Background: an optimization exercise with open tools, aiming at small area and a short achievable clock period. Do not read the settings as production practice. In this exercise RTL edits were held to simulation tests only and were not proved equivalent to the original. Power is estimated from default activity; no workload was simulated.

Setup of rev 12:
## mips_pipe
module mips_pipe(
	input clk,
	input rst_n,
	input [6:0] sw,
	input buttonpress,
	output [6:0] imem_addr,
	input [31:0] imem_rdata,
	output dmem_we,
	output dmem_re,
	output [4:0] dmem_addr,
	output [31:0] dmem_wdata,
	input [31:0] dmem_rdata,
	output [31:0] smg_data,
	output [7:0] led
);
Size in the first run: ~5300 cells after synthesis, roughly 1400 flip-flops, about 160 I/O pins, about 0.065 mm^2 of cells after synthesis.
clock: 11.0 ns
lec_check: 0
cap_margin: 20
core_margin: 2
core_utilization: 60
cts_buf_list: sky130_fd_sc_hd__clkbuf_8
cts_cluster_size: 30
place_density: 0.7
setup_slack_margin: 5
slew_margin: 20
standard.sh (not shown) runs the stock make flow with config.mk's settings and CLKGATE_MAP_FILE= SYNTH_SCRIPT=/design/flow/synth_recipe.tcl, a recipe that flattens the netlist after the stock synthesis.
==> flow/flow/run.sh <==
#!/bin/bash
# The standard layout (standard.sh: standard synthesis, floorplan, place, CTS, route),
# with these changes only:
set -euo pipefail
bash standard.sh SETUP_SLACK_MARGIN=6 MAX_REPAIR_ANTENNAS_ITER_DRT=10 \
  POST_GLOBAL_ROUTE_TCL="$PWD/flow/grt_post.tcl" finish > flow_make.log 2>&1
==> flow/flow/grt_post.tcl <==
# After the standard global-route antenna repair: one more diode pass that also treats
# nets within 20% of the antenna ratio limits as violating, so that detailed routing is
# less likely to leave a violation behind.
repair_antennas -ratio_margin 20 -iterations 3
check_placement -verbose
check_antennas -report_file $::env(REPORTS_DIR)/grt_antennas_margin.log
Rev 12 was carried through to the last stage, and its layout satisfied the timing, design-rule and antenna checks.
#### Input delta (rev 13 over rev 12)
- PLACE_DENSITY: 0.7 -> 0.55
- CORE_UTILIZATION: 60 -> 40
==> flow/run.sh (new file) <==
#!/bin/bash
# synth_recipe.tcl (not shown) runs the flow's synth.tcl, then flattens the netlist and writes it again
# the make line also repeats each setting of config.mk as NAME=value (left out here)
make -C /OpenROAD-flow-scripts/flow DESIGN_CONFIG=/design/flow/config.mk WORK_HOME=/design/flow/orfs CLKGATE_MAP_FILE= SYNTH_SCRIPT=/design/flow/synth_recipe.tcl finish
removed: flow/flow/run.sh
removed: flow/flow/grt_post.tcl
removed: flow/standard.sh
--- outcome ---
Re number of buffers outside the clock class in the layout: rev 13 and rev 12 aren't equal, and the lower value belongs to rev 13. The number of filler instances in the final layout in rev 13 was higher than what rev 12 gave. Taking rev 12 as the reference, in rev 13 leakage dissipation fell by 3.0%, total cell area at the placement stage rose by 850 um^2. Of rev 13 and rev 12, rev 13 shows the higher number of antenna diodes, with rev 12 below it. Between rev 13 and rev 12, the final setup slack of the worst path is lower for rev 13. Rev 13 finished all stages; layout check result: FAIL, due to antenna rules. Re final critical delay including setup and external delays: rev 12 was lower than rev 13. Sort rev 13 and rev 12 by final worst clock skew desc -> top: rev 13.

* * *

## before
Starting RTL as in the previous note.
// mips_pipe
module mips_pipe(
	input clk,
	input rst_n,
	input [6:0] sw,
	input buttonpress,
	output [6:0] imem_addr,
	input [31:0] imem_rdata,
	output dmem_we,
	output dmem_re,
	output [4:0] dmem_addr,
	output [31:0] dmem_wdata,
	input [31:0] dmem_rdata,
	output [31:0] smg_data,
	output [7:0] led
);
Settings: LEC_CHECK=0, CAP_MARGIN=20, CORE_MARGIN=2, CORE_UTILIZATION=55, CTS_BUF_LIST=sky130_fd_sc_hd__clkbuf_8, CTS_CLUSTER_SIZE=30, PLACE_DENSITY=0.65, SETUP_SLACK_MARGIN=5, SLEW_MARGIN=20; clock period 11.0 ns.
==> flow/flow/run.sh <==
#!/bin/bash
# The standard layout (standard.sh: standard synthesis, floorplan, place, CTS, route),
# with these changes only:
set -euo pipefail
bash standard.sh SETUP_SLACK_MARGIN=6 MAX_REPAIR_ANTENNAS_ITER_DRT=10 \
  POST_GLOBAL_ROUTE_TCL="$PWD/flow/grt_post.tcl" finish > flow_make.log 2>&1
==> flow/flow/grt_post.tcl <==
# After the standard global-route antenna repair: one more diode pass that also treats
# nets within 20% of the antenna ratio limits as violating, so that detailed routing is
# less likely to leave a violation behind.
repair_antennas -ratio_margin 20 -iterations 3
check_placement -verbose
check_antennas -report_file $::env(REPORTS_DIR)/grt_antennas_margin.log
In summary, before completed successfully, with a layout that passed the timing, design-rule and antenna checks.
Input-level comparison between after and before:
--- a/flow/config.mk
+++ b/flow/config.mk
@@ -8,8 +8,9 @@
 export CAP_MARGIN = 20
 export CORE_MARGIN = 2
-export CORE_UTILIZATION = 55
+export CORE_UTILIZATION = 60
 export CTS_BUF_LIST = sky130_fd_sc_hd__clkbuf_8
-export CTS_CLUSTER_SIZE = 30
-export PLACE_DENSITY = 0.65
+export CTS_CLUSTER_DIAMETER = 100
+export CTS_CLUSTER_SIZE = 12
+export PLACE_DENSITY = 0.7
 export SETUP_SLACK_MARGIN = 5
 export SLEW_MARGIN = 20
Results
In terms of multi-input combinational cell count, after and before differ only marginally. Non-clock buffer count of after exceeds that of before by a few percent. The worst setup slack in after sits 0.014 ns below the value recorded for before. after gives more utilization than before did. Going from before to after, final critical-path required period went up 0.014 ns, delay of the slowest cell on the worst path increased 0.03 ns, share of total power in the clock network shrank by 7.7 points, number of distinct library cell variants in the gate-level netlist after synthesis shows no meaningful change. Compared with before, post-cts repair resize count in after increased by more than 10%.

-- afterwards: timing with drivers on the ports --
Ports are ideal in the flow. The routed layouts listed here were re-timed in OpenROAD. Step 1 assumes that a clkbuf_16 drives the clock port and a buf_2 every other input. Step 2 times the ports against the registers' clock, not the clock port: input delays grow and output delays shrink by t, the midpoint of the rising clock arrivals with the driver on. Slacks: ideal / step 1 / step 2; pairs: ideal / step 1.
run	t (ns)	setup slack, ns	slew at the worst register clock pin (ns)	worst slew at a driven data input, ns	cell pins on the clock port's net
rev 12	1.019	5.401 / 5.401 / 4.624	0.08 / 0.08	0.06	1
rev 13	1.099	4.997 / 5.046 / 3.947	0.08 / 0.08	0.05	1
before	1.054	5.571 / 5.571 / 4.738	0.07 / 0.07	0.07	1
after	0.974	5.557 / 5.557 / 4.747	0.11 / 0.11	0.14	1
For rev 13, which loses most, drivers alone change the setup slack by +0.049 ns; drivers and shift together by -1.050 ns.
